This design comes from an exercise in tuning for small area, a short achievable clock period and few clock cycles per item on the open sky130 flow, not from production work.
RTL that was checked went through simulation tests only; none was proved equivalent to the original.
Only the layout flow was run in run 5; the RTL was not checked for function there.

==> run.sh <==
#!/bin/bash
# synth_recipe.tcl (not shown) runs the flow's synth.tcl, then flattens the netlist and writes it again
# the make line also repeats each setting of config.mk as NAME=value (left out here)
make -C /OpenROAD-flow-scripts/flow DESIGN_CONFIG=/design/flow/config.mk WORK_HOME=/design/flow/orfs CLKGATE_MAP_FILE= SYNTH_SCRIPT=/design/flow/synth_recipe.tcl finish
==> config.mk <==
export PLATFORM = sky130hd
export DESIGN_NAME = crc_generator
export DESIGN_NICKNAME = crc_generator
export VERILOG_FILES = /design/flow/design.v
export SDC_FILE = /design/flow/constraint.sdc
export NUM_CORES = 8
export LEC_CHECK = 0
export CAP_MARGIN = 20
export CORE_MARGIN = 2
export CORE_UTILIZATION = 50
export SLEW_MARGIN = 20
==> constraint.sdc <==
create_clock -name core_clock -period 5.5 [get_ports {clk}]
set_input_delay 1.1000 -clock core_clock [delete_from_list [all_inputs] [get_ports {clk}]]
set_output_delay 1.1000 -clock core_clock [all_outputs]
set_load 0.01 [all_outputs]
==> design.v <==
`timescale 1ns / 1ps
module crc_generator(
input clk,reset,
input s_axis_input_tvalid,
output logic s_axis_input_tready,
input [7:0]s_axis_input_tdata,
input s_axis_input_tlast,
output logic m_axis_output_tvalid,
input  m_axis_output_tready,
output logic [7:0]m_axis_output_tdata,
output logic m_axis_output_tlast
    );
logic [23:0] crc;
logic [7:0]  skid_data;
logic        skid_valid;
logic        skid_last;
logic [1:0]  emit_cnt;       
wire s_fire  = s_axis_input_tvalid & s_axis_input_tready;
wire o_free  = ~m_axis_output_tvalid | m_axis_output_tready;
wire       ld_skid = skid_valid;
wire       ld_crc  = ~skid_valid & (emit_cnt != 2'd0);
wire       ld_in   = ~skid_valid & (emit_cnt == 2'd0) & s_fire;
wire       o_load  = o_free & (ld_skid | ld_crc | ld_in);
wire [7:0] o_byte  = ld_skid ? skid_data : (ld_crc ? crc[23:16] : s_axis_input_tdata);
wire       o_dlast = ld_skid ? skid_last : s_axis_input_tlast;    
wire [23:0] crc_next = crc24_d8(crc, o_byte);
function [23:0] crc24_d8(input [23:0] c, input [7:0] d);
    integer k;
    reg [23:0] r;
    begin
        r = c;
        for (k = 7; k >= 0; k = k - 1)
            r = {r[22:0], 1'b0} ^ ((d[k] ^ r[23]) ? 24'h864CFB : 24'h0);
        crc24_d8 = r;
    end
endfunction
wire skid_take = s_fire & ~(o_free & ~skid_valid & (emit_cnt == 2'd0));
wire       skid_valid_n = skid_take | (skid_valid & ~o_free);
wire [1:0] emit_n       = (o_load & ~ld_crc & o_dlast) ? 2'd3 :
                          (o_load & ld_crc) ? emit_cnt - 2'd1 : emit_cnt;
always @(posedge clk) begin
    if (reset) begin
        crc <= 24'h0;
        skid_valid <= 1'b0;
        emit_cnt <= 2'd0;
        m_axis_output_tvalid <= 1'b0;
        s_axis_input_tready <= 1'b1;
    end else begin
        if (o_load)
            crc <= crc_next;
        emit_cnt <= emit_n;
        skid_valid <= skid_valid_n;
        if (o_free)
            m_axis_output_tvalid <= ld_skid | ld_crc | ld_in;
        s_axis_input_tready <= ~skid_valid_n & (emit_n == 2'd0);
    end
end
always @(posedge clk) begin
    if (o_load) begin
        m_axis_output_tdata <= o_byte;
        m_axis_output_tlast <= ld_crc & (emit_cnt == 2'd1);
    end
    if (skid_take) begin
        skid_data <= s_axis_input_tdata;
        skid_last <= s_axis_input_tlast;
    end
end
endmodule
==> results by group, run 1 <==
Route
  • DR WL/cell: 15.2 microns
  • Post-route ant nets: 0
  • Final WL: 5240 microns
  • First-pass detailed-route iteration total: 4
  • Initial DRC count: 87
  • Via Count: 1827
  • Avg Vias per Cell: 5.31
  • DRC Markers: 0

CTS
  • Number of CTS-inserted buffers: 5
  • Number of clock sinks: 47
  • CTS root buf: clkbuf_8
  • CTS tree: built
  • CTS H-tree lvls: 2
  • Post-CTS sizing: 0
  • Worst skew pair latency: 0.29 ns
  • Clk slew on worst S/H paths: 0.08 ns
  • Max clock buf depth: 2
  • Setup bufs post-CTS: 0
  • Hold Buf Count CTS: 0

Die
  • Die Y: 78.4 microns
  • Row count: 27
  • Die span in x: 78.4 microns
  • I/O pins: 24
  • Core footprint: 5440 sq um
  • Die area: 6150 sq um
  • Starting Density: 50.9%

Critical path
  • CP endpoint kind: flop
  • WP data arrival: 3.32 ns
  • Startpoint Class: flop
  • Slack of the worst reg-to-reg path: 2.36 ns
  • Crit-path max FO: 41
  • Worst reg2reg path depth: 9
  • Reg2reg start: emit_cnt[0]$_SDFF_PP0_
  • Critical Path RT: 5.67 ns
  • Reg-to-reg endpoint: crc[14]$_SDFFE_PP0P_
  • Setup CP Type: reg -> reg

STA
  • RSZ-0062 raised after global routing: false
  • Slew Viols, Final: 0
  • Final period utilization: 57.1%
  • Minimum clock period: 3.14 ns
  • TNS Setup: 0 ns
  • Setup Viol. Count Final: 0
  • Least-Margin Pin Slew: 1.01 ns
  • Final WS setup: 2.36 ns
  • Fmax: 318 MHz
  • Slew HR: 32.4%
  • Final Hold Violating Endpoints: 0
  • Clock Skew: 0.00307 ns

Min path
  • HP Class: reg -> reg
  • HP Start: crc[13]$_SDFFE_PP0P_
  • End of the worst hold path: crc[13]$_SDFFE_PP0P_
  • Hold Path Stages: 2

Global routing
  • First-pass GRT wire length: 8740 microns
  • Global route overflow: 0
  • Vias in the first global route: 1657
  • Largest net degree at the start of global routing: 42
  • GRT Total Usage: 18.6%
  • Initial antenna violation count: 0

Synth
  • Synthesis Warnings: 1
  • Distinct cells, synth: 35
  • Mean post-synth cell area: 10.9 sq um
  • Syn Nets: 268
  • Register area share after synthesis: 40.5%
  • FF+latch count, synth: 47
  • Cell area after synthesis: 2770 sq um
  • Cells after Synth: 253

Cells and area
  • N_diodes: 0
  • Most frequent cells in the layout: xnor2_1, dfxtp_1, clkdlybuf4s50_1
  • NumNets Final: 286
  • Commonest non-fill, non-tap cell in the layout: xnor2_1
  • Share of cells above drive strength 1: 14.7%
  • P&R area growth vs syn: 12.7%

Placement
  • # port buffers: 23
  • Dpl hpwl: 3660 microns
  • Placer Congestion: 0.761
  • Pre-CTS setup slack: 2.12 ns

Run status
  • Status: complete, no violations

Run
  • Max-Cap Viols: 0
==> flip-flops by register name, summed over array words and instances, names as in the netlist <==
signal and flops:
m_axis_output_tlast 1, crc 24, skid_valid 1, skid_last 1, m_axis_output_tdata 8, emit_cnt 2, skid_data 8, s_axis_input_tready 1
m_axis_output_tvalid 1
==> cell families after synthesis <==
group	count (synthesis)	synth area share [%]
buffers and inverters	18	2.89
muxes	8	3.26
xor gates and xnor gates	49	18.8
DFF	47	40.5
adders and majority gates	2	0.904
and+or+nand+nor	69	14.2
AOI/OAI and AO/OA	60	19.4
==> metrics by stage <==
stage | util, % | instances | hold WS, ns | area [sq um]
4_1_cts | 57.4 | 344 | 0.473 | 3120
3_3_place_gp | 55.9 | 336 | 0.453 | 3040
5_1_grt | 57.3 | 344 | 0.488 | 3120
6_report | 57.3 | 344 | 0.467 | 3120
2_1_floorplan | - | 253 | 0.444 | 2770
3_5_place_dp | 55.9 | 336 | 0.461 | 3040
==> how the worst max path moves through the flow <==
stage                                start  cells after the start  slack [ns]                   end
floorplan            s_axis_input_tdata[5]                      6        2.83   crc[8]$_SDFFE_PP0P_
global placement     s_axis_input_tdata[7]                      7        2.15  crc[10]$_SDFFE_PP0P_
detailed placement   s_axis_input_tdata[0]                      7        2.12   crc[0]$_SDFFE_PP0P_
CTS                 emit_cnt[0]$_SDFF_PP0_                      9        2.33   crc[5]$_SDFFE_PP0P_
global route        emit_cnt[0]$_SDFF_PP0_                      9        1.98   crc[5]$_SDFFE_PP0P_
finish              emit_cnt[0]$_SDFF_PP0_                      9        2.36  crc[14]$_SDFFE_PP0P_
==> layout make-up <==
type / count / area [sq um]
Multi-Input combinational cell: 188 / 1570
Tap cell: 72 / 90.1
Timing Repair Buffer: 26 / 248
Inverter: 3 / 11.3
Fill cell: 463 / 2320
Clock inverter: 1 / 5.00
Sequential cell: 47 / 1120
Clock buffer: 7 / 76.3
==> synth_stat cells (all sizes together) <==
library cell  instances  share of area, %
a22o                  1              0.32
or2b                  1              0.27
and2                  1              0.23
o21ai                 6               1.1
o21a                  9               2.4
nor2                 16               2.2
nand2                17               2.3
or3b                  8               2.9
edfxtp               18                20
a31oi                 2              0.45
nor3                  2              0.36
nand2b                9               2.0
a32oi                 8               7.5
a211oi               14               4.0
xor2                  9               3.8
clkbuf                8               1.1
nor2b                 2              0.45
dfxtp                29                21
inv                   2              0.27
a21oi                20               3.6
buf                   7               1.4
clkinv                1              0.14
ha                    2              0.90
nand3b               13               3.5
xnor2                40                15
mux2                  8               3.3
==> critical path: stages (launching register included) <==
cell and delay [ns]:
dfxtp_1 0.37, inv_1 0.07, ha_1 0.82, nor2b_1 0.36
nand2_1 0.09, nand2_1 0.33, clkinv_1 0.26, buf_4 0.33
nand2b_1 0.25, o21ai_0 0.13
==> per-layer routing <==
metal,track usage (%),wire (microns),up-vias
met3,3.91,180,4
met2,24.8,2200,33
met5,0,0,-
met4,6.14,80,0
li1,-,-,931
met1,29.3,2770,859
Testbench counts, summed over its fixed seeds: cycles 15,304, blocks 64.
==> run 2: changes to the inputs <==
--- a/config.mk
+++ b/config.mk
@@ -8,4 +8,5 @@
 export CAP_MARGIN = 20
 export CORE_MARGIN = 2
 export CORE_UTILIZATION = 50
+export SETUP_SLACK_MARGIN = 3.0
 export SLEW_MARGIN = 20
==> results by group, run 2 <==
Critical path
  • Worst Path Buf+Inv: 1 (-2)
  • Crit-path max FO: 4 (-90%)
  • Slack of the worst reg-to-reg path: 3.13 ns (+0.77 ns)
  • Setup CP Type: in -> reg
  • CP endpoint: crc[18]$_SDFFE_PP0P_
  • CP top delay family: XOR/XNOR gates
  • Reg-to-reg endpoint: crc[18]$_SDFFE_PP0P_
  • Worst reg2reg path depth: 9 (unchanged)
  • Slowest cell delay on critical path: 0.37 ns (-0.45 ns)
  • CP endpoint kind: flop
  • CP startpoint: s_axis_input_tdata[0]
  • Critical path cell sequence: buf_6 -> or3b_4 -> a32oi_4 -> xnor2_4 -> xnor2_4 -> xnor2_1 -> a211oi_1
  • Startpoint Class: input port
  • Worst path slowest cell: or3b_4
  • Critical Path RT: 5.71 ns (+0.04 ns)
  • Reg2reg start: emit_cnt[0]$_SDFF_PP0_
  • Total stage count of the critical path: 7 (-2)
  • WP data arrival: 2.68 ns (-0.64 ns)
  • CP dominant cell by count: xnor2_4

CTS
  • Clk slew on worst S/H paths: 0.08 ns (about the same)
  • Max clock buf depth: 2 (unchanged)
  • Worst skew pair latency: 0.30 ns (about the same)
  • CTS tree: built
  • CTS H-tree lvls: 2 (unchanged)
  • CTS root buf: clkbuf_8
  • Number of clock sinks: 47 (unchanged)
  • Number of CTS-inserted buffers: 5 (unchanged)

STA
  • Clock Skew: 0.00848 ns (+0.00541 ns)
  • Setup Viol. Count Final: 0 (unchanged)
  • RSZ-0062 raised after global routing: true
  • TNS Setup: 0 ns (unchanged)
  • Fmax: 404 MHz (+27%)
  • Least-Margin Pin Slew: 0.594 ns (-0.420 ns)
  • Slew HR: 60.4% (+28 points)
  • Final Hold Violating Endpoints: 0 (unchanged)
  • Slew Viols, Final: 0 (unchanged)
  • Final WS setup: 3.02 ns (+0.666 ns)
  • Minimum clock period: 2.48 ns (-0.666 ns)
  • Final period utilization: 45.0% (-12 points)

Placement
  • # port buffers: 23 (unchanged)
  • Pre-CTS setup slack: 1.77 ns (-0.353 ns)
  • Dpl hpwl: 3820 microns (+4.5%)
  • Placer Congestion: 0.735 (-3.5%)
  • # placed instances: 336 (unchanged)

Cells and area
  • Non-filler cells, final: 379 (+10%)
  • Final core utilization: 69.1% (+12 points)
  • P&R area growth vs syn: 35.8%
  • Largest reg by FF count: crc
  • NumNets Final: 321 (+12%)
  • Share of cells above drive strength 1: 34.9% (+20 points)
  • N_diodes: 0 (unchanged)
  • Commonest non-fill, non-tap cell in the layout: dfxtp_1
  • Most frequent cells in the layout: dfxtp_1, buf_4, xnor2_1
  • Number of flip-flops in the largest register: 24 (unchanged)
  • Regs by FF count: crc: 24 flops, m_axis_output_tdata: 8 flops, skid_data: 8 flops

Global routing
  • GRT Total Usage: 21.6% (+3.0 points)
  • Largest net degree at the start of global routing: 47 (+12%)
  • Vias in the first global route: 1895 (+14%)
  • Global route overflow: 0 (unchanged)
  • Initial antenna violation count: 0 (unchanged)
  • First-pass GRT wire length: 10000 microns (+15%)

Synth
  • Yosys top cell by area: dfxtp_1
  • Distinct cells, synth: 35 (unchanged)
  • Mean post-synth cell area: 10.9 sq um (unchanged)
  • Register area share after synthesis: 40.5% (unchanged)
  • Number of synthesized flops with an enable pin: 18 (unchanged)
  • Synthesis Warnings: 1 (unchanged)
  • Cell area after synthesis: 2770 sq um (unchanged)
  • Syn Nets: 268 (unchanged)
  • Largest cells by area after synthesis: dfxtp_1, edfxtp_1, xnor2_1, a32oi_4, a21oi_1
  • Cells after Synth: 253 (unchanged)
  • Most used DFF post-synth: dfxtp_1
  • Most instantiated cells after synthesis: xnor2_1, dfxtp_1, a21oi_1
  • Count leader, synth: xnor2_1
  • Post-synth top area share: 21.0% (unchanged)
  • FF+latch count, synth: 47 (unchanged)
  • Post-synth ARST share: 0% (unchanged)

Die
  • Die span in x: 78.4 microns (unchanged)
  • Starting Density: 50.9% (unchanged)
  • Die area: 6150 sq um (unchanged)
  • Row count: 27 (unchanged)
  • Core footprint: 5440 sq um (unchanged)
  • I/O pins: 24 (unchanged)
  • Die Y: 78.4 microns (unchanged)

Run status
  • Status: complete, no violations

Route
  • Final WL: 6350 microns (+21%)
  • DR WL/cell: 16.8 microns (+10%)
  • Via Count: 2033 (+11%)
  • DRC Markers: 0 (unchanged)
  • First-pass detailed-route iteration total: 4 (unchanged)
  • Post-route ant nets: 0 (unchanged)
  • Avg Vias per Cell: 5.36 (+1.0%)
  • Initial DRC count: 73 (-16%)

Min path
  • HP Class: reg -> reg

Run
  • Max-Cap Viols: 0 (unchanged)
==> run 2: cell counts after synthesis <==
No cell type changed its count.
==> run 2: cell families after synthesis <==
group	count (synthesis)	share of synthesized area, %
buffers and inverters	18	2.89
muxes	8	3.26
xor gates and xnor gates	49	18.8
AOI/OAI and AO/OA	60	19.4
DFF	47	40.5
and+or+nand+nor	69	14.2
adders and majority gates	2	0.904
==> run 2: cell type report <==
type	count	area [sq um]
clock buffers	8	80.1
fillers	423	1680
inverters	3	23.8
multi-input cells	188	1790
flip-flops and latches	47	1120
well taps	72	90.1
repair buffers	60	646
repair inverters	1	8.76
==> run 2: how the worst min path moves through the flow <==
stage	cells past startpoint	slack [ns]	endpoint	start
finish	2	0.47	crc[4]$_SDFFE_PP0P_	crc[4]$_SDFFE_PP0P_
global route	2	0.50	crc[4]$_SDFFE_PP0P_	crc[4]$_SDFFE_PP0P_
CTS	2	0.47	crc[4]$_SDFFE_PP0P_	crc[4]$_SDFFE_PP0P_
detailed placement	2	0.46	crc[4]$_SDFFE_PP0P_	crc[4]$_SDFFE_PP0P_
global placement	2	0.45	crc[11]$_SDFFE_PP0P_	crc[11]$_SDFFE_PP0P_
floorplan	2	0.44	crc[13]$_SDFFE_PP0P_	crc[13]$_SDFFE_PP0P_
==> run 2: routing by layer <==
layer | global-route usage [%] | up-vias | share of wire [%]
met5 | 0 | - | 0
met4 | 6.84 | 0 | 1.0
met3 | 2.41 | 6 | 3.5
met2 | 32.4 | 35 | 45
met1 | 32.5 | 991 | 50
li1 | - | 1001 | -
==> run 2: through the flow <==
step	area, sq um	hold WS [ns]
global placement	3100	0.455
floorplan	2830	0.444
CTS	3580	0.473
detailed placement	3110	0.462
finish	3760	0.473
global route	3760	0.495
==> run 2: worst register-to-register path, cell delays in order (launching register included) <==
cell	delay, ns
dfxtp_1	0.37
inv_2	0.09
ha_4	0.17
buf_12	0.15
or3b_4	0.40
a32oi_4	0.33
xnor2_4	0.19
xnor2_4	0.27
xnor2_1	0.10
a211oi_1	0.22
==> run 2: timing repair <==
item	CTS	global route
buffers inserted	29	4
hold buffers	0	0
endpoints found under the hold margin	0	0
resized for setup	64	22
pin swaps	39	34
setup endpoints to repair	36	32
gates cloned	0	2
==> run 3: changes to the inputs <==
==> design.v (replaced) <==
`timescale 1ns / 1ps
module crc_generator(
input clk,reset,
input s_axis_input_tvalid,
output logic s_axis_input_tready,
input [7:0]s_axis_input_tdata,
input s_axis_input_tlast,
output logic m_axis_output_tvalid,
input  m_axis_output_tready,
output logic [7:0]m_axis_output_tdata,
output logic m_axis_output_tlast
    );
logic [23:0] crc;
logic [1:0]  emit_cnt;       
wire o_free  = ~m_axis_output_tvalid | m_axis_output_tready;
wire ld_crc  = (emit_cnt != 2'd0);
assign s_axis_input_tready = o_free & ~ld_crc;
wire ld_in   = s_axis_input_tvalid & s_axis_input_tready;
wire o_load  = ld_in | (o_free & ld_crc);
wire [7:0] o_byte = ld_crc ? crc[23:16] : s_axis_input_tdata;
wire [23:0] crc_next = crc24_d8(crc, o_byte);
function [23:0] crc24_d8(input [23:0] c, input [7:0] d);
    integer k;
    reg [23:0] r;
    begin
        r = c;
        for (k = 7; k >= 0; k = k - 1)
            r = {r[22:0], 1'b0} ^ ((d[k] ^ r[23]) ? 24'h864CFB : 24'h0);
        crc24_d8 = r;
    end
endfunction
always @(posedge clk) begin
    if (reset) begin
        crc <= 24'h0;
        emit_cnt <= 2'd0;
        m_axis_output_tvalid <= 1'b0;
    end else begin
        if (o_load)
            crc <= crc_next;
        if (ld_in & s_axis_input_tlast)
            emit_cnt <= 2'd3;
        else if (o_free & ld_crc)
            emit_cnt <= emit_cnt - 2'd1;
        if (o_free)
            m_axis_output_tvalid <= o_load;
    end
end
always @(posedge clk) begin
    if (o_load) begin
        m_axis_output_tdata <= o_byte;
        m_axis_output_tlast <= ld_crc & (emit_cnt == 2'd1);
    end
end
endmodule
==> results by group, run 3 <==
Run status
  • Status: complete, no violations

CTS
  • Max clock buf depth: 2 (unchanged)
  • CTS root buf: clkbuf_8
  • Hold Buf Count CTS: 0 (unchanged)
  • Clk slew on worst S/H paths: 0.08 ns (about the same)
  • CTS H-tree lvls: 2 (unchanged)
  • Number of CTS-inserted buffers: 5 (unchanged)
  • Number of clock sinks: 36 (-23%)
  • Worst skew pair latency: 0.29 ns (about the same)
  • CTS tree: built

Synth
  • Synthesis Warnings: 1 (unchanged)
  • Number of synthesized flops with an enable pin: 9 (-9)
  • Post-Synth Simple-Gate Area: 12.2% (-2.0 points)
  • Distinct cells, synth: 34 (-2.9%)
  • Cells after Synth: 206 (-19%)
  • Post-synthesis xor/xnor area fraction: 27.1% (+8.3 points)
  • Register area share after synthesis: 39.3% (-1.2 points)
  • Cell area after synthesis: 2060 sq um (-25%)
  • Mean post-synth cell area: 10.0 sq um (-8.4%)
  • Most instantiated cells after synthesis: xnor2_1, nor2_1, dfxtp_1
  • Count leader, synth: xnor2_1
  • FF+latch count, synth: 36 (-23%)
  • Post-synth top area share: 26.2% (+5.2 points)
  • Most used DFF post-synth: dfxtp_1
  • Yosys top cell by area: dfxtp_1
  • Post-Synth Adder-Cell Area: 1.21% (+0.31 points)
  • Multiplexer area fraction after synthesis: 5.46% (+2.2 points)
  • Post-synth ARST share: 0% (unchanged)
  • Largest cells by area after synthesis: dfxtp_1, edfxtp_1, xnor2_1, xor2_1, nor2_1
  • Largest family of logic cells by synthesized area: XOR/XNOR gates
  • Complex-gate fraction of the synthesized area: 9.82% (-9.6 points)
  • Syn Nets: 221 (-18%)

Cells and area
  • Area occupied by multi-input gates: 1480 sq um (-17%)
  • Non-filler cells, final: 311 (-18%)
  • NumNets Final: 275 (-14%)
  • Commonest non-fill, non-tap cell in the layout: nor2_1
  • N_diodes: 0 (unchanged)
  • Largest reg by FF count: crc
  • Number of flip-flops in the largest register: 24 (unchanged)
  • Share of cells above drive strength 1: 39.5% (+4.6 points)
  • Regs by FF count: crc: 24 flops, m_axis_output_tdata: 8 flops, emit_cnt: 2 flops
  • P&R area growth vs syn: 46.7%
  • Most frequent cells in the layout: nor2_1, dfxtp_1, buf_4
  • Layout fillers: 246 (-42%)
  • Register area: 812 sq um (-28%)

Die
  • Core footprint: 3970 sq um (-27%)
  • Starting Density: 52.0% (+1.1 points)
  • Die Y: 68.2 microns (-13%)
  • Row count: 23 (-15%)
  • Die area: 4660 sq um (-24%)
  • Die span in x: 68.2 microns (-13%)
  • I/O pins: 24 (unchanged)

STA
  • Slew Viols, Final: 0 (unchanged)
  • Minimum clock period: 2.75 ns (+0.274 ns)
  • Slew HR: 60.6% (+0.13 points)
  • Setup Viol. Count Final: 0 (unchanged)
  • TNS Setup: 0 ns (unchanged)
  • RSZ-0062 raised after global routing: true
  • Least-Margin Pin Slew: 0.592 ns (-0.00202 ns)
  • Final Hold Violating Endpoints: 0 (unchanged)
  • Fmax: 364 MHz (-10%)
  • Final period utilization: 50.0% (+5.0 points)
  • Final WS setup: 2.75 ns (-0.274 ns)
  • Clock Skew: 0.00767 ns (-0.000812 ns)

Placement
  • Pre-CTS setup slack: 1.80 ns (+0.0333 ns)
  • Placer Congestion: 0.811 (+10%)
  • # placed instances: 272 (-19%)
  • Dpl hpwl: 2910 microns (-24%)
  • # port buffers: 23 (unchanged)

Global routing
  • GRT Total Usage: 23.6% (+2.0 points)
  • Initial antenna violation count: 0 (unchanged)
  • Global route overflow: 0 (unchanged)
  • Vias in the first global route: 1610 (-15%)
  • First-pass GRT wire length: 7730 microns (-23%)
  • Largest net degree at the start of global routing: 43 (-8.5%)

Route
  • Via Count: 1668 (-18%)
  • Initial DRC count: 126 (+73%)
  • DR WL/cell: 17.4 microns (+3.5%)
  • Final WL: 5400 microns (-15%)
  • DRC Markers: 0 (unchanged)
  • Avg Vias per Cell: 5.36 (about the same)
  • First-pass detailed-route iteration total: 4 (unchanged)
  • Post-route ant nets: 0 (unchanged)

Run
  • Max-Cap Viols: 0 (unchanged)

Critical path
  • Setup CP Type: in -> reg
  • CP top delay family: XOR/XNOR gates
  • Critical path cell sequence: buf_8 -> xor2_4 -> xor2_4 -> xor2_4 -> mux2i_4 -> xnor3_2 -> xnor2_2 -> a22o_1
  • Startpoint Class: input port
  • CP endpoint kind: flop
  • WP data arrival: 2.93 ns (+0.25 ns)
  • Crit-path max FO: 3 (-1)
  • Slowest cell delay on critical path: 0.34 ns (-0.03 ns)
  • Worst path slowest cell: xnor3_2
  • Critical Path RT: 5.68 ns (-0.03 ns)
  • CP dominant cell by count: xor2_4
  • Worst Path Buf+Inv: 1 (unchanged)

Min path
  • HP Class: reg -> reg
==> run 3: changes by cell type in the layout (fill, tap and decap cells not counted), sizes merged, moves of 5 or more <==
cell	change
xnor2	-7
xor2	+11
or3b	-8
o21ai	-5
nand2	+6
edfxtp	-9
buf	-5
a32oi	-8
nand3b	-13
o21a	-9
nand2b	-8
a21oi	-11
nor2	+12
==> run 3: path summary, 6_finish.rpt <==
path	end	cells after the start	from	slack, ns
hold reg to reg	crc[7]$_SDFFE_PP0P_	2	crc[7]$_SDFFE_PP0P_	0.47
setup / recovery	crc[23]$_SDFFE_PP0P_	8	s_axis_input_tdata[5]	2.75
setup reg to reg	crc[23]$_SDFFE_PP0P_	7	crc[21]$_SDFFE_PP0P_	3.19
hold / removal	crc[7]$_SDFFE_PP0P_	2	crc[7]$_SDFFE_PP0P_	0.47
==> run 3: final cells by class <==
| type | instances | share of cell area, % |
|---|---|---|
| Clock buffer | 6 | 3.10 |
| Clock inverter | 2 | 0.413 |
| Inverter | 5 | 0.744 |
| Multi-Input combinational cell | 155 | 49.0 |
| Sequential cell | 36 | 26.8 |
| Tap cell | 50 | 2.07 |
| Timing Repair Buffer | 57 | 17.8 |
==> run 3: repair_timing <==
item	4_1_cts	5_1_grt
gates resized for setup	52	42
setup endpoints to repair	23	18
pin swaps	22	32
setup buffers	20	10
gates cloned	0	1
==> run 3: tightest hold or removal path, delay by kind of cell (launching register included) <==
kind / cells / cell delay [ns]
and+or+nand+nor: 1 / 0.05
DFF: 1 / 0.32
AOI/OAI and AO/OA: 1 / 0.05
==> run 3: per-layer routing <==
metal / up-vias / GRT usage [%] / share of wire (%)
li1: 792 / - / -
met1: 794 / 29.3 / 38
met2: 67 / 36.5 / 53
met3: 15 / 7.24 / 7.0
met4: 0 / 12.8 / 2.5
met5: - / 0 / 0
==> run 3: logic make-up (layout without fill, tap and decap cells) <==
family / Yosys count / count (layout)
DFF: 36 / 36
xor gates and xnor gates: 54 / 54
and+or+nand+nor: 61 / 61
AOI/OAI and AO/OA: 29 / 29
muxes: 9 / 9
buffers and inverters: 15 / 70
adders and majority gates: 2 / 2
==> run 3: stage by stage <==
stage	hold slack [ns]	area (sq um)	util, %
final	0.470	3030	76.2
after global routing	0.500	3030	76.2
after CTS	0.472	2750	69.2
after detailed placement	0.462	2360	59.4
after global placement	0.452	2360	59.4
after floorplan	0.444	2120	-
Testbench counts of run 3, summed over its fixed seeds: cycles 15,304, blocks 64.
==> run 4: changes to the inputs <==
--- a/config.mk
+++ b/config.mk
@@ -8,5 +8,4 @@
 export CAP_MARGIN = 20
 export CORE_MARGIN = 2
 export CORE_UTILIZATION = 50
-export SETUP_SLACK_MARGIN = 3.0
 export SLEW_MARGIN = 20
==> results by group, run 4 <==
STA
  • Clock Skew: 0.00180 ns (-0.00587 ns)
  • Slew HR: 60.4% (-0.18 points)
  • Setup Viol. Count Final: 0 (unchanged)
  • Fmax: 287 MHz (-21%)
  • Final Hold Violating Endpoints: 0 (unchanged)
  • Final period utilization: 63.4% (+13 points)
  • RSZ-0062 raised after global routing: false
  • Slew Viols, Final: 0 (unchanged)
  • Minimum clock period: 3.49 ns (+0.736 ns)
  • TNS Setup: 0 ns (unchanged)
  • Least-Margin Pin Slew: 0.590 ns (-0.00157 ns)

Die
  • Die span in x: 68.2 microns (unchanged)
  • Die area: 4660 sq um (unchanged)
  • Starting Density: 52.0% (unchanged)
  • I/O pins: 24 (unchanged)
  • Core footprint: 3970 sq um (unchanged)
  • Die Y: 68.2 microns (unchanged)
  • Row count: 23 (unchanged)

Placement
  • # port buffers: 23 (unchanged)
  • # placed instances: 272 (unchanged)
  • Placer Congestion: 0.816 (+0.62%)
  • Dpl hpwl: 2870 microns (-1.5%)

Critical path
  • Critical Path RT: 5.68 ns (about the same)
  • CP endpoint kind: flop
  • CP top delay family: XOR/XNOR gates
  • Slowest cell delay on critical path: 0.52 ns (+0.18 ns)
  • Crit-path max FO: 4 (+1)
  • Worst Path Buf+Inv: 1 (unchanged)
  • Setup CP Type: in -> reg
  • Worst path slowest cell: clkdlybuf4s50_1
  • CP dominant cell by count: xor2_2
  • Critical path cell sequence: clkdlybuf4s50_1 -> xor2_2 -> xnor2_2 -> xor2_2 -> mux2i_4 -> xnor3_2 -> xnor2_1 -> a22o_1
  • WP data arrival: 3.67 ns (+0.74 ns)
  • Startpoint Class: input port

Synth
  • Largest cells by area after synthesis: dfxtp_1, edfxtp_1, xnor2_1, xor2_1, nor2_1
  • Synthesis Warnings: 1 (unchanged)
  • FF+latch count, synth: 36 (unchanged)
  • Count leader, synth: xnor2_1
  • Distinct cells, synth: 34 (unchanged)
  • Cells after Synth: 206 (unchanged)
  • Cell area after synthesis: 2060 sq um (unchanged)
  • Post-synth top area share: 26.2% (unchanged)
  • Most used DFF post-synth: dfxtp_1
  • Post-synth ARST share: 0% (unchanged)
  • Mean post-synth cell area: 10.0 sq um (unchanged)
  • Most instantiated cells after synthesis: xnor2_1, nor2_1, dfxtp_1
  • Yosys top cell by area: dfxtp_1
  • Number of synthesized flops with an enable pin: 9 (unchanged)
  • Syn Nets: 221 (unchanged)
  • Register area share after synthesis: 39.3% (unchanged)

Cells and area
  • Area occupied by multi-input gates: 1150 sq um (-22%)
  • Most frequent cells in the layout: xnor2_1, nor2_1, dfxtp_1
  • Final core utilization: 60.5% (-16 points)
  • NumNets Final: 244 (-11%)
  • Share of cells above drive strength 1: 12.6% (-27 points)
  • Regs by FF count: crc: 24 flops, m_axis_output_tdata: 8 flops, emit_cnt: 2 flops
  • Largest reg by FF count: crc
  • Layout fillers: 346 (+41%)
  • Number of flip-flops in the largest register: 24 (unchanged)
  • Commonest non-fill, non-tap cell in the layout: xnor2_1
  • Register area: 811 sq um (-0.15%)
  • N_diodes: 0 (unchanged)
  • Non-filler cells, final: 280 (-10%)
  • P&R area growth vs syn: 16.4%

CTS
  • Setup bufs post-CTS: 0 (-100%)
  • Post-CTS sizing: 0 (-100%)
  • Number of CTS-inserted buffers: 5 (unchanged)
  • CTS tree: built
  • Worst skew pair latency: 0.29 ns (about the same)
  • Clk slew on worst S/H paths: 0.07 ns (about the same)
  • CTS H-tree lvls: 2 (unchanged)
  • Max clock buf depth: 2 (unchanged)
  • Number of clock sinks: 36 (unchanged)
  • CTS root buf: clkbuf_8
  • Hold Buf Count CTS: 0 (unchanged)

Route
  • Final WL: 3970 microns (-27%)
  • Avg Vias per Cell: 4.96 (-7.4%)
  • Via Count: 1390 (-17%)
  • Post-route ant nets: 0 (unchanged)
  • DR WL/cell: 14.2 microns (-18%)
  • Initial DRC count: 29 (-77%)
  • DRC Markers: 0 (unchanged)
  • First-pass detailed-route iteration total: 4 (unchanged)

Global routing
  • GRT Total Usage: 19.2% (-4.4 points)
  • Initial antenna violation count: 0 (unchanged)
  • Global route overflow: 0 (unchanged)
  • First-pass GRT wire length: 6330 microns (-18%)
  • Vias in the first global route: 1346 (-16%)
  • Largest net degree at the start of global routing: 30 (-30%)

Run
  • Max-Cap Viols: 0 (unchanged)

Min path
  • HP Class: reg -> reg

Run status
  • Status: complete, no violations
-- run 4: cell types whose count changed in the layout (fill, tap and decap cells not counted), sizes merged --
| cell | before | now |
|---|---|---|
| clkdlybuf4s50 | 12 | 22 |
| clkinv | 2 | 1 |
| buf | 40 | 4 |
| dlygate4sd2 | 2 | 0 |
| clkbuf | 9 | 8 |
| inv | 3 | 4 |
| clkinvlp | 2 | 0 |
-- run 4: worst paths after layout --
check	from	endpoint	slack [ns]	depth (start not counted)
min reg2reg	crc[0]$_SDFFE_PP0P_	crc[0]$_SDFFE_PP0P_	0.47	2
max	s_axis_input_tdata[7]	crc[10]$_SDFFE_PP0P_	2.01	8
min	crc[0]$_SDFFE_PP0P_	crc[0]$_SDFFE_PP0P_	0.47	2
max reg2reg	emit_cnt[0]$_SDFFE_PP0P_	crc[14]$_SDFFE_PP0P_	2.78	10
-- run 4: kinds of logic (layout without fill, tap and decap cells) --
group           Yosys count  after routing  share of synthesized area, %
simple gates             61             61                          12.3
fa+ha+maj                 2              2                          1.21
mux                       9              9                          5.46
xor+xnor                 54             54                          27.1
flops                    36             36                          39.3
buf+inv                  15             39                          4.85
compound gates           29             29                          9.82
-- run 4: per-layer routing --
layer | part of all wire (%) | global-route usage, % | vias to the layer above | wire length, microns
met5 | 0 | 0 | - | 0
met4 | 1.9 | 9.00 | 0 | 74
met3 | 3.1 | 4.11 | 8 | 121
met2 | 47 | 30.8 | 20 | 1850
met1 | 48 | 24.5 | 635 | 1920
li1 | - | - | 727 | -
-- run 4: through the flow --
stage / instance area, sq um / setup slack, ns / hold slack (ns)
after global routing: 2400 / 1.86 / 0.500
after global placement: 2290 / 1.76 / 0.453
final: 2400 / 2.01 / 0.475
after CTS: 2410 / 1.99 / 0.483
after detailed placement: 2320 / 1.69 / 0.474
after floorplan: 2060 / 2.34 / 0.444
-- run 4: cell type report --
| class | instances | share of cell area (%) |
|---|---|---|
| multi-input cells | 155 | 48.0 |
| flip-flops and latches | 36 | 33.8 |
| repair buffers | 26 | 11.1 |
| clock buffers | 8 | 3.75 |
| well taps | 50 | 2.60 |
| inverters | 5 | 0.781 |
-- run 4: worst reg2reg max path, cell delays in order, from the launching register on --
cell      delay (ns)
dfxtp_1         0.34
inv_1           0.07
ha_1            0.14
buf_4           0.30
inv_1           0.23
o21ai_0         0.24
buf_4           0.23
clkinv_1        0.47
buf_16          0.36
nor3b_1         0.19
a21o_1          0.10
==> run 5: changes to the inputs <==
==> design.v (replaced) <==
`timescale 1ns / 1ps
module crc_generator(
input clk,reset,
input s_axis_input_tvalid,
output logic s_axis_input_tready,
input [7:0]s_axis_input_tdata,
input s_axis_input_tlast,
output logic m_axis_output_tvalid,
input  m_axis_output_tready,
output logic [7:0]m_axis_output_tdata,
output logic m_axis_output_tlast
    );
logic [23:0] crc;
logic [1:0]  emit_cnt;       
logic        emit;           
wire o_free  = ~m_axis_output_tvalid | m_axis_output_tready;
assign s_axis_input_tready = o_free & ~emit;
wire ld_in   = s_axis_input_tvalid & s_axis_input_tready;
wire o_load  = o_free & (s_axis_input_tvalid | emit);
wire [23:0] crc_next = crc24_d8(crc, m_axis_output_tdata);
function [23:0] crc24_d8(input [23:0] c, input [7:0] d);
    integer k;
    reg [23:0] r;
    begin
        r = c;
        for (k = 7; k >= 0; k = k - 1)
            r = {r[22:0], 1'b0} ^ ((d[k] ^ r[23]) ? 24'h864CFB : 24'h0);
        crc24_d8 = r;
    end
endfunction
wire [1:0] emit_cnt_n = (ld_in & s_axis_input_tlast) ? 2'd3 :
                        (o_free & emit) ? emit_cnt - 2'd1 : emit_cnt;
always @(posedge clk) begin
    if (reset) begin
        crc <= 24'h0;
        m_axis_output_tdata <= 8'h0;
        emit_cnt <= 2'd0;
        emit <= 1'b0;
        m_axis_output_tvalid <= 1'b0;
    end else begin
        if (o_load) begin
            crc <= crc_next;
            m_axis_output_tdata <= emit ? crc_next[23:16] : s_axis_input_tdata;
        end
        emit_cnt <= emit_cnt_n;
        emit <= (emit_cnt_n != 2'd0);
        if (o_free)
            m_axis_output_tvalid <= o_load;
    end
end
always @(posedge clk) begin
    if (o_load)
        m_axis_output_tlast <= emit & (emit_cnt == 2'd1);
end
endmodule
==> results by group, run 5 <==
Critical path
  • Reg-to-reg endpoint: crc[10]$_SDFFE_PP0P_
  • Worst reg2reg path depth: 6 (-4)
  • CP dominant cell by count: clkdlybuf4s50_1
  • Startpoint Class: input port
  • Worst path slowest cell: clkdlybuf4s50_1
  • WP data arrival: 2.60 ns (-1.07 ns)
  • CP top delay family: buffers and inverters
  • Reg2reg start: crc[19]$_SDFFE_PP0P_
  • Worst Path Buf+Inv: 2 (+1)
  • Slack of the worst reg-to-reg path: 3.19 ns (+0.41 ns)
  • Crit-path max FO: 4 (unchanged)
  • Critical Path RT: 4.40 ns (-1.28 ns)
  • Setup CP Type: in -> out
  • Slowest cell delay on critical path: 0.60 ns (+0.08 ns)
  • CP endpoint kind: output pin
  • Critical path cell sequence: clkdlybuf4s50_1 -> nand2b_1 -> nor2b_1 -> clkdlybuf4s50_1

CTS
  • CTS root buf: clkbuf_8
  • CTS tree: built
  • Number of clock sinks: 37 (+2.8%)
  • Clk slew on worst S/H paths: 0.08 ns (about the same)
  • Hold Buf Count CTS: 0 (unchanged)
  • Setup bufs post-CTS: 0 (unchanged)
  • Number of CTS-inserted buffers: 5 (unchanged)
  • Worst skew pair latency: 0.29 ns (about the same)
  • Max clock buf depth: 2 (unchanged)
  • CTS H-tree lvls: 2 (unchanged)
  • Post-CTS sizing: 0 (unchanged)

Cells and area
  • Share of cells above drive strength 1: 9.09% (-3.5 points)
  • Largest reg by FF count: crc
  • Commonest non-fill, non-tap cell in the layout: dfxtp_1
  • Fin area: 2480 sq um (+3.3%)
  • Number of flip-flops in the largest register: 24 (unchanged)
  • Most frequent cells in the layout: dfxtp_1, xnor2_1, nand2_1
  • N_diodes: 0 (unchanged)
  • Final core utilization: 62.0% (+1.5 points)
  • Regs by FF count: crc: 24 flops, m_axis_output_tdata: 8 flops, emit_cnt: 2 flops
  • P&R area growth vs syn: 20.0%
  • NumNets Final: 255 (+4.5%)
  • Layout fillers: 338 (-2.3%)

Run
  • Max-Cap Viols: 0 (unchanged)

Min path
  • End of the worst hold path: crc[11]$_SDFFE_PP0P_
  • HP Start: crc[11]$_SDFFE_PP0P_
  • Hold Path Stages: 2 (unchanged)
  • HP Class: reg -> reg

STA
  • Fmax: 270 MHz (-5.9%)
  • Least-Margin Pin Slew: 0.862 ns (+0.271 ns)
  • Final WS setup: 1.80 ns (-0.217 ns)
  • RSZ-0062 raised after global routing: false
  • Slew HR: 42.2% (-18 points)
  • Clock Skew: 0.00578 ns (+0.00398 ns)
  • Final period utilization: 67.3% (+3.9 points)
  • Setup Viol. Count Final: 0 (unchanged)
  • Minimum clock period: 3.70 ns (+0.217 ns)
  • TNS Setup: 0 ns (unchanged)
  • Slew Viols, Final: 0 (unchanged)
  • Final Hold Violating Endpoints: 0 (unchanged)

Synth
  • Distinct cells, synth: 30 (-12%)
  • Count leader, synth: dfxtp_1
  • Largest cells by area after synthesis: dfxtp_1, xnor2_1, xor2_1, a21oi_1, nand2_1
  • Most used DFF post-synth: dfxtp_1
  • Most instantiated cells after synthesis: dfxtp_1, xnor2_1, nand2_1
  • Yosys top cell by area: dfxtp_1
  • FF+latch count, synth: 37 (+2.8%)
  • Post-synth ARST share: 0% (unchanged)
  • Cell area after synthesis: 2070 sq um (+0.24%)
  • Register area share after synthesis: 36.3% (-3.0 points)
  • Post-synth top area share: 34.8% (+8.6 points)
  • Syn Nets: 233 (+5.4%)
  • Synthesis Warnings: 1 (unchanged)
  • Number of synthesized flops with an enable pin: 1 (-8)
  • Cells after Synth: 219 (+6.3%)
  • Mean post-synth cell area: 9.44 sq um (-5.7%)

Global routing
  • Largest net degree at the start of global routing: 37 (+23%)
  • First-pass GRT wire length: 6800 microns (+7.5%)
  • Global route overflow: 0 (unchanged)
  • GRT Total Usage: 20.2% (+1.0 points)
  • Initial antenna violation count: 0 (unchanged)
  • Vias in the first global route: 1463 (+8.7%)

Route
  • Via Count: 1502 (+8.1%)
  • Initial DRC count: 88 (+200%)
  • Avg Vias per Cell: 5.14 (+3.6%)
  • First-pass detailed-route iteration total: 4 (unchanged)
  • DRC Markers: 0 (unchanged)
  • DR WL/cell: 13.8 microns (-2.8%)
  • Final WL: 4020 microns (+1.4%)
  • Post-route ant nets: 0 (unchanged)

Run status
  • Status: complete, no violations

Placement
  • Placed Area: 2360 sq um (+1.9%)
  • Dpl hpwl: 2820 microns (-1.7%)
  • Pre-CTS setup slack: 1.81 ns (+0.122 ns)
  • # port buffers: 23 (unchanged)
  • Placer Congestion: 0.789 (-3.3%)

Die
  • Core footprint: 4000 sq um (+0.72%)
  • Die area: 4670 sq um (+0.23%)
  • Die span in x: 68.3 microns (+0.12%)
  • Starting Density: 51.7% (-0.25 points)
  • Row count: 23 (unchanged)
  • Die Y: 68.3 microns (+0.12%)
  • I/O pins: 24 (unchanged)
-- run 5: cell types whose count changed in the layout (fill, tap and decap cells not counted), sizes merged, moves of 2 or more --
cell	delta
nor2	-5
clkbuf	-2
mux2	-8
inv	-2
xnor3	+2
nand2	+4
edfxtp	-8
nand2b	+6
mux2i	+3
a21oi	+12
xnor2	+6
dfxtp	+9
-- run 5: tightest hold or removal path: stages, from the launching register on --
cell and delay [ns]:
dfxtp_1 0.32, nand2_1 0.05, a21oi_1 0.05
-- run 5: through the flow --
step	cells	hold slack (ns)
after global placement	283	0.442
after floorplan	219	0.432
after global routing	292	0.477
final	292	0.462
after detailed placement	284	0.457
after CTS	292	0.467
-- run 5: routing by layer --
metal | up-vias | GRT usage (%) | part of all wire (%)
met1 | 699 | 25.9 | 49
li1 | 766 | - | -
met5 | - | 0 | 0
met3 | 6 | 5.92 | 4.5
met4 | 0 | 7.50 | 1.6
met2 | 31 | 32.0 | 45
-- run 5: area by class of cell --
cell class | count | area (sq um) | share of cell area [%]
well taps | 50 | 62.6 | 2.52
multi-input cells | 168 | 1260 | 50.9
clock buffers | 6 | 82.6 | 3.33
clock inverters | 2 | 37.5 | 1.51
inverters | 3 | 11.3 | 0.454
repair buffers | 26 | 273 | 11.0
flip-flops and latches | 37 | 751 | 30.3
-- run 5: kinds of logic (layout without fill, tap and decap cells) --
| kind of cell | after synthesis | in the layout | synth area share (%) |
|---|---|---|---|
| fa+ha+maj | 1 | 1 | 0.605 |
| xor+xnor | 62 | 62 | 34.1 |
| compound gates | 40 | 40 | 12.2 |
| simple gates | 61 | 61 | 12.3 |
| flops | 37 | 37 | 36.3 |
| buf+inv | 14 | 37 | 2.60 |
| mux | 4 | 4 | 1.94 |
-- run 5: how the worst max path moves through the flow --
stage                    startpoint             endpoint  slack (ns)  cells after the start
2_1_floorplan  m_axis_output_tready  s_axis_input_tready        2.86                      2
3_3_place_gp   m_axis_output_tready  s_axis_input_tready        1.89                      4
3_5_place_dp   m_axis_output_tready  s_axis_input_tready        1.81                      4
4_1_cts        m_axis_output_tready  s_axis_input_tready        1.80                      4
5_1_grt        m_axis_output_tready  s_axis_input_tready        1.74                      4
6_report       m_axis_output_tready  s_axis_input_tready        1.80                      4
==> run 6: changes to the inputs <==
==> design.v (replaced) <==
`timescale 1ns / 1ps
module crc_generator(
input clk,reset,
input s_axis_input_tvalid,
output logic s_axis_input_tready,
input [7:0]s_axis_input_tdata,
input s_axis_input_tlast,
output logic m_axis_output_tvalid,
input  m_axis_output_tready,
output logic [7:0]m_axis_output_tdata,
output logic m_axis_output_tlast
    );
logic [23:0] crc;
logic [7:0]  skid_data;
logic        skid_valid;
logic [1:0]  emit_cnt;       
logic        emit;           
wire s_fire  = s_axis_input_tvalid & s_axis_input_tready;
wire o_free  = ~m_axis_output_tvalid | m_axis_output_tready;
wire ld_crc  = emit & ~skid_valid;
wire o_load  = o_free & (skid_valid | emit | s_axis_input_tvalid);
wire skid_take = s_fire & (skid_valid | emit | ~o_free);
wire [23:0] crc_next = crc24_d8(crc, m_axis_output_tdata);
function [23:0] crc24_d8(input [23:0] c, input [7:0] d);
    integer k;
    reg [23:0] r;
    begin
        r = c;
        for (k = 7; k >= 0; k = k - 1)
            r = {r[22:0], 1'b0} ^ ((d[k] ^ r[23]) ? 24'h864CFB : 24'h0);
        crc24_d8 = r;
    end
endfunction
wire [1:0] emit_cnt_n = (s_fire & s_axis_input_tlast) ? 2'd3 :
                        (o_free & ld_crc) ? emit_cnt - 2'd1 : emit_cnt;
wire       skid_valid_n = skid_take | (skid_valid & ~o_free);
always @(posedge clk) begin
    if (reset) begin
        crc <= 24'h0;
        m_axis_output_tdata <= 8'h0;
        skid_valid <= 1'b0;
        emit_cnt <= 2'd0;
        emit <= 1'b0;
        m_axis_output_tvalid <= 1'b0;
        s_axis_input_tready <= 1'b1;
    end else begin
        if (o_load) begin
            crc <= crc_next;
            m_axis_output_tdata <= skid_valid ? skid_data :
                                   emit ? crc_next[23:16] : s_axis_input_tdata;
        end
        skid_valid <= skid_valid_n;
        emit_cnt <= emit_cnt_n;
        emit <= (emit_cnt_n != 2'd0);
        if (o_free)
            m_axis_output_tvalid <= o_load;
        s_axis_input_tready <= ~skid_valid_n & (emit_cnt_n == 2'd0);
    end
end
always @(posedge clk) begin
    if (o_load)
        m_axis_output_tlast <= ld_crc & (emit_cnt == 2'd1);
    if (skid_take)
        skid_data <= s_axis_input_tdata;
end
endmodule
==> results by group, run 6 <==
STA
  • RSZ-0062 raised after global routing: false
  • Clock Skew: 0.00887 ns (+0.00308 ns)
  • Slew Viols, Final: 0 (unchanged)
  • Final Hold Violating Endpoints: 0 (unchanged)
  • Final period utilization: 60.5% (-6.8 points)
  • Minimum clock period: 3.33 ns (-0.374 ns)
  • Setup Viol. Count Final: 0 (unchanged)
  • Least-Margin Pin Slew: 0.977 ns (+0.116 ns)
  • Fmax: 300 MHz (+11%)
  • TNS Setup: 0 ns (unchanged)
  • Slew HR: 34.8% (-7.4 points)

CTS
  • Setup bufs post-CTS: 0 (unchanged)
  • CTS H-tree lvls: 2 (unchanged)
  • Hold Buf Count CTS: 0 (unchanged)
  • CTS tree: built
  • Number of clock sinks: 47 (+27%)
  • Max clock buf depth: 2 (unchanged)
  • CTS root buf: clkbuf_8
  • Number of CTS-inserted buffers: 5 (unchanged)
  • Clk slew on worst S/H paths: 0.09 ns (about the same)
  • Post-CTS sizing: 0 (unchanged)
  • Worst skew pair latency: 0.30 ns (about the same)

Die
  • Row count: 25 (+8.7%)
  • I/O pins: 24 (unchanged)
  • Die Y: 75.1 microns (+9.9%)
  • Die area: 5640 sq um (+21%)
  • Starting Density: 52.8% (+1.1 points)
  • Die span in x: 75.1 microns (+9.9%)
  • Core footprint: 4790 sq um (+20%)

Critical path
  • Critical Path RT: 5.74 ns (+1.34 ns)
  • Startpoint Class: input port
  • CP endpoint kind: flop
  • Crit-path max FO: 33 (+29)
  • Slack of the worst reg-to-reg path: 2.83 ns (-0.36 ns)
  • Setup CP Type: in -> reg
  • WP data arrival: 3.57 ns (+0.97 ns)

Run status
  • Status: complete, no violations

Global routing
  • Global route overflow: 0 (unchanged)
  • Largest net degree at the start of global routing: 43 (+16%)
  • GRT Total Usage: 20.0% (-0.16 points)
  • First-pass GRT wire length: 8340 microns (+23%)
  • Initial antenna violation count: 0 (unchanged)
  • Vias in the first global route: 1623 (+11%)

Cells and area
  • Most frequent cells in the layout: dfxtp_1, nand2_1, xnor2_1
  • NumNets Final: 282 (+11%)
  • Commonest non-fill, non-tap cell in the layout: dfxtp_1
  • Share of cells above drive strength 1: 6.69% (-2.4 points)
  • Regs by FF count: crc: 24 flops, m_axis_output_tdata: 8 flops, skid_data: 8 flops
  • Layout fillers: 426 (+26%)
  • N_diodes: 0 (unchanged)
  • P&R area growth vs syn: 14.7%
  • Number of flip-flops in the largest register: 24 (unchanged)
  • Largest reg by FF count: crc
  • Non-filler cells, final: 336 (+15%)

Synth
  • Syn Nets: 264 (+13%)
  • Synthesis Warnings: 1 (unchanged)
  • Post-synth ARST share: 0% (unchanged)
  • Yosys top cell by area: dfxtp_1
  • Most instantiated cells after synthesis: dfxtp_1, nand2_1, xnor2_1
  • FF+latch count, synth: 47 (+27%)
  • Mean post-synth cell area: 10.1 sq um (+7.0%)
  • Count leader, synth: dfxtp_1
  • Largest cells by area after synthesis: dfxtp_1, edfxtp_1, xnor2_1, xnor3_1, a21oi_1
  • Register area share after synthesis: 40.8% (+4.5 points)
  • Most used DFF post-synth: dfxtp_1
  • Cell area after synthesis: 2530 sq um (+22%)
  • Distinct cells, synth: 39 (+30%)
  • Post-synth top area share: 30.1% (-4.7 points)
  • Number of synthesized flops with an enable pin: 9 (+8)
  • Cells after Synth: 250 (+14%)

Route
  • Post-route ant nets: 0 (unchanged)
  • Initial DRC count: 79 (-10%)
  • Via Count: 1749 (+16%)
  • Final WL: 5090 microns (+27%)
  • Avg Vias per Cell: 5.21 (+1.2%)
  • First-pass detailed-route iteration total: 4 (unchanged)
  • DR WL/cell: 15.1 microns (+10%)
  • DRC Markers: 0 (unchanged)

Min path
  • HP Class: reg -> reg

Placement
  • Placer Congestion: 0.791 (+0.19%)
  • # placed instances: 328 (+15%)
  • # port buffers: 23 (unchanged)
  • Dpl hpwl: 3560 microns (+26%)

Run
  • Max-Cap Viols: 0 (unchanged)
[run 6: final cells by class]
class                      instances  area (sq um)  share of cell area [%]
clock buffer                       6          82.6                    2.85
clock inverter                     2          16.3                   0.561
inverter                           6          22.5                   0.777
multi-input combinational        184          1430                    49.2
sequential                        47          1030                    35.6
tap                               67          83.8                    2.89
timing repair buffer              24           238                    8.20
[run 6: critical path: stages]
cell and delay, ns:
clkdlybuf4s50_1 0.52, nor3_1 0.08, or2_2 0.53, inv_1 0.81, o21ai_0 0.21, a21o_1 0.21
a21oi_1 0.11
[run 6: logic make-up after synthesis]
group,after synthesis,share of synthesized area (%)
muxes,2,0.792
and+or+nand+nor,69,12.9
buffers and inverters,19,2.82
xor gates and xnor gates,57,28.5
AOI/OAI and AO/OA,55,13.8
adders and majority gates,1,0.495
DFF,47,40.8
[run 6: worst paths after layout]
| check | start | end | cells after the start |
|---|---|---|---|
| max | s_axis_input_tvalid | m_axis_output_tdata[6]$_SDFFE_PP0P_ | 7 |
| min | crc[13]$_SDFFE_PP0P_ | crc[13]$_SDFFE_PP0P_ | 2 |
| max reg2reg | skid_valid$_SDFF_PP0_ | m_axis_output_tdata[6]$_SDFFE_PP0P_ | 6 |
| min reg2reg | crc[13]$_SDFFE_PP0P_ | crc[13]$_SDFFE_PP0P_ | 2 |
[run 6: through the flow]
stage                     hold WS, ns  instance area [sq um]  setup WS (ns)  util, %
after CTS                       0.471                   2900           2.15     60.6
after global routing            0.489                   2900           1.93     60.6
after detailed placement        0.456                   2800           1.84     58.5
after global placement          0.453                   2800           1.91     58.5
final                           0.466                   2900           2.17     60.6
after floorplan                 0.432                   2530           3.25        -
[run 6: metal layers]
layer / share of wire, % / track usage, %
met5: 0 / 0
met4: 0.79 / 4.76
met3: 3.1 / 3.88
met2: 45 / 30.2
met1: 51 / 29.7
Testbench counts of run 6, summed over its fixed seeds: cycles 15,304, blocks 64.
==> run 7: changes to the inputs <==
--- a/config.mk
+++ b/config.mk
@@ -8,4 +8,5 @@
 export CAP_MARGIN = 20
 export CORE_MARGIN = 2
 export CORE_UTILIZATION = 50
+export SETUP_SLACK_MARGIN = 3.3
 export SLEW_MARGIN = 20
==> results by group, run 7 <==
Synth
  • Post-synthesis xor/xnor area fraction: 28.5% (unchanged)
  • Number of synthesized flops with an enable pin: 9 (unchanged)
  • FF+latch count, synth: 47 (unchanged)
  • Distinct cells, synth: 39 (unchanged)
  • Cell area after synthesis: 2530 sq um (unchanged)
  • Post-Synth Adder-Cell Area: 0.495% (unchanged)
  • Syn Nets: 264 (unchanged)
  • Most instantiated cells after synthesis: dfxtp_1, nand2_1, xnor2_1
  • Mean post-synth cell area: 10.1 sq um (unchanged)
  • Multiplexer area fraction after synthesis: 0.792% (unchanged)
  • Post-Synth Simple-Gate Area: 12.9% (unchanged)
  • Cells after Synth: 250 (unchanged)
  • Yosys top cell by area: dfxtp_1
  • Largest family of logic cells by synthesized area: XOR/XNOR gates
  • Post-synth ARST share: 0% (unchanged)
  • Count leader, synth: dfxtp_1
  • Post-synth top area share: 30.1% (unchanged)
  • Most used DFF post-synth: dfxtp_1
  • Synthesis Warnings: 1 (unchanged)
  • Register area share after synthesis: 40.8% (unchanged)
  • Complex-gate fraction of the synthesized area: 13.8% (unchanged)
  • Largest cells by area after synthesis: dfxtp_1, edfxtp_1, xnor2_1, xnor3_1, a21oi_1

Route
  • Post-route ant nets: 0 (unchanged)
  • DR WL/cell: 16.4 microns (+8.2%)
  • First-pass detailed-route iteration total: 4 (unchanged)
  • DRC Markers: 0 (unchanged)
  • Via Count: 1852 (+5.9%)
  • Avg Vias per Cell: 5.29 (+1.7%)
  • Final WL: 5740 microns (+13%)
  • Initial DRC count: 93 (+18%)

STA
  • Least-Margin Pin Slew: 0.507 ns (-0.471 ns)
  • Minimum clock period: 2.16 ns (-1.17 ns)
  • Slew Viols, Final: 0 (unchanged)
  • Setup Viol. Count Final: 0 (unchanged)
  • TNS Setup: 0 ns (unchanged)
  • Fmax: 462 MHz (+54%)
  • Clock Skew: 0.00823 ns (-0.000643 ns)
  • Final Hold Violating Endpoints: 0 (unchanged)
  • Final period utilization: 39.3% (-21 points)
  • RSZ-0062 raised after global routing: true
  • Slew HR: 66.1% (+31 points)

CTS
  • Hold Buf Count CTS: 0 (unchanged)
  • Worst skew pair latency: 0.30 ns (about the same)
  • Number of CTS-inserted buffers: 5 (unchanged)
  • CTS tree: built
  • Number of clock sinks: 47 (unchanged)
  • CTS root buf: clkbuf_8
  • Max clock buf depth: 2 (unchanged)
  • CTS H-tree lvls: 2 (unchanged)
  • Clk slew on worst S/H paths: 0.08 ns (about the same)

Placement
  • Dpl hpwl: 3460 microns (-2.9%)
  • # port buffers: 23 (unchanged)
  • Placer Congestion: 0.821 (+3.8%)
  • Placed Area: 2830 sq um (+0.98%)

Cells and area
  • NumNets Final: 296 (+5.0%)
  • Share of cells above drive strength 1: 17.7% (+11 points)
  • Commonest non-fill, non-tap cell in the layout: dfxtp_1
  • Number of flip-flops in the largest register: 24 (unchanged)
  • N_diodes: 0 (unchanged)
  • Fin area: 3180 sq um (+9.8%)
  • Area occupied by multi-input gates: 1530 sq um (+7.5%)
  • Layout fillers: 391 (-8.2%)
  • Regs by FF count: crc: 24 flops, m_axis_output_tdata: 8 flops, skid_data: 8 flops
  • P&R area growth vs syn: 25.9%
  • Most frequent cells in the layout: dfxtp_1, nand2_1, xnor2_1
  • Register area: 1040 sq um (+1.2%)
  • Largest reg by FF count: crc
  • Final core utilization: 66.5% (+5.9 points)

Min path
  • End of the worst hold path: crc[13]$_SDFFE_PP0P_
  • HP Start: crc[13]$_SDFFE_PP0P_
  • HP Class: reg -> reg
  • Hold Path Stages: 2 (unchanged)

Die
  • Die span in x: 75.1 microns (unchanged)
  • Starting Density: 52.8% (unchanged)
  • Die area: 5640 sq um (unchanged)
  • Core footprint: 4790 sq um (unchanged)
  • Row count: 25 (unchanged)
  • Die Y: 75.1 microns (unchanged)
  • I/O pins: 24 (unchanged)

Global routing
  • GRT Total Usage: 22.4% (+2.4 points)
  • First-pass GRT wire length: 9250 microns (+11%)
  • Initial antenna violation count: 0 (unchanged)
  • Vias in the first global route: 1801 (+11%)
  • Global route overflow: 0 (unchanged)
  • Largest net degree at the start of global routing: 22 (-49%)

Critical path
  • Critical Path RT: 5.74 ns (about the same)
  • Worst reg2reg path depth: 5 (-1)
  • Reg-to-reg endpoint: crc[23]$_SDFFE_PP0P_
  • Slack of the worst reg-to-reg path: 3.37 ns (+0.54 ns)
  • Crit-path max FO: 11 (-67%)
  • Reg2reg start: crc[22]$_SDFFE_PP0P_
  • CP endpoint kind: flop
  • Startpoint Class: input port
  • Setup CP Type: in -> reg
  • WP data arrival: 2.41 ns (-1.16 ns)

Run
  • Max-Cap Viols: 0 (unchanged)

Run status
  • Status: complete, no violations
[run 7: cell counts after synthesis]
Identical to the previous run, type by type.
[run 7: per-stage QoR]
stage | hold slack, ns | setup slack, ns | cells
floorplan | 0.432 | 3.30 | 250
global placement | 0.454 | 1.91 | 328
detailed placement | 0.450 | 1.85 | 328
CTS | 0.466 | 3.32 | 350
global route | 0.494 | 3.25 | 350
finish | 0.465 | 3.34 | 350
[run 7: cells by family after synthesis]
family,Yosys count
AND/OR/NAND/NOR,69
XOR/XNOR,57
AO/OA/AOI/OAI,55
flip-flops,47
buffers and inverters,19
multiplexers,2
adder cells (fa/ha/maj),1
[run 7: how the worst max path moves through the flow]
stage                                             start                                   to  slack [ns]  cells past startpoint
floorplan           m_axis_output_tdata[4]$_SDFFE_PP0P_                 crc[23]$_SDFFE_PP0P_        3.30                      5
global placement                    s_axis_input_tvalid  m_axis_output_tdata[6]$_SDFFE_PP0P_        1.91                      7
detailed placement                  s_axis_input_tvalid  m_axis_output_tdata[6]$_SDFFE_PP0P_        1.85                      7
CTS                                crc[22]$_SDFFE_PP0P_                 crc[23]$_SDFFE_PP0P_        3.32                      5
global route                       crc[18]$_SDFFE_PP0P_  m_axis_output_tdata[4]$_SDFFE_PP0P_        3.25                      5
finish                                            reset                 crc[23]$_SDFFE_PP0P_        3.34                      5
[run 7: worst max-delay path: stages]
cell             delay [ns]
clkdlybuf4s15_2        0.24
buf_12                 0.16
or3_4                  0.41
or4_1                  0.40
nand4_1                0.08
[run 7: what timing repair did]
item                                   4_1_cts  5_1_grt
cloned                                       4        0
buffers inserted                            10        0
resized for setup                           41        4
setup endpoints to repair                   53        8
endpoints found under the hold margin        0        0
pin swaps                                    4        0
[run 7: metal layers]
| layer | track usage [%] | part of all wire, % | vias to the layer above |
|---|---|---|---|
| met5 | 0 | 0 | - |
| met4 | 8.33 | 2.1 | 0 |
| met3 | 3.88 | 3.9 | 9 |
| met2 | 35.6 | 47 | 53 |
| met1 | 30.8 | 47 | 852 |
| li1 | - | - | 938 |
[run 7: final cells by class]
class,instances,area share [%]
Multi-Input combinational cell,185,48.1
Sequential cell,47,32.8
Timing Repair Buffer,36,11.9
Tap cell,67,2.63
Clock buffer,6,2.28
Clock inverter,2,1.18
Inverter,6,0.826
Timing Repair inverter,1,0.236

separate check: timing with driven ports:
No port has a modelled driver above. Below, the same layouts with a new extraction and two added sets of constraints.
Step 1 (the two cells are an assumption about what drives the block):
set clk [get_ports {clk}]
set_driving_cell -lib_cell sky130_fd_sc_hd__clkbuf_16 $clk
set_driving_cell -lib_cell sky130_fd_sc_hd__buf_2 [delete_from_list [all_inputs] $clk]
Step 2 also shifts input and output timing later by t, the mid clock arrival at the registers, as if the neighbouring blocks saw the same clock.
a / b / c = ideal ports / drivers / drivers and shift; a / b = the first two.
| run | shift t [ns] | slack for setup (ns) | latest minus earliest clock arrival (ns) |
|---|---|---|---|
| run 1 | 0.317 | 2.358 / 2.358 / 2.154 | 0.004 / 0.003 |
| run 2 | 0.324 | 3.024 / 3.008 / 2.684 | 0.008 / 0.008 |
| run 3 | 0.318 | 2.750 / 2.736 / 2.418 | 0.008 / 0.007 |
| run 4 | 0.312 | 2.014 / 2.016 / 1.704 | 0.002 / 0.002 |
| run 5 | 0.315 | 1.796 / 1.767 / 1.767 | 0.005 / 0.006 |
| run 6 | 0.322 | 2.171 / 2.173 / 1.851 | 0.009 / 0.009 |
| run 7 | 0.323 | 3.336 / 3.342 / 3.019 | 0.009 / 0.008 |
After both steps every run listed still meets setup and hold. For run 2, which loses most, drivers alone change the setup slack by -0.016 ns; drivers and shift together by -0.340 ns.
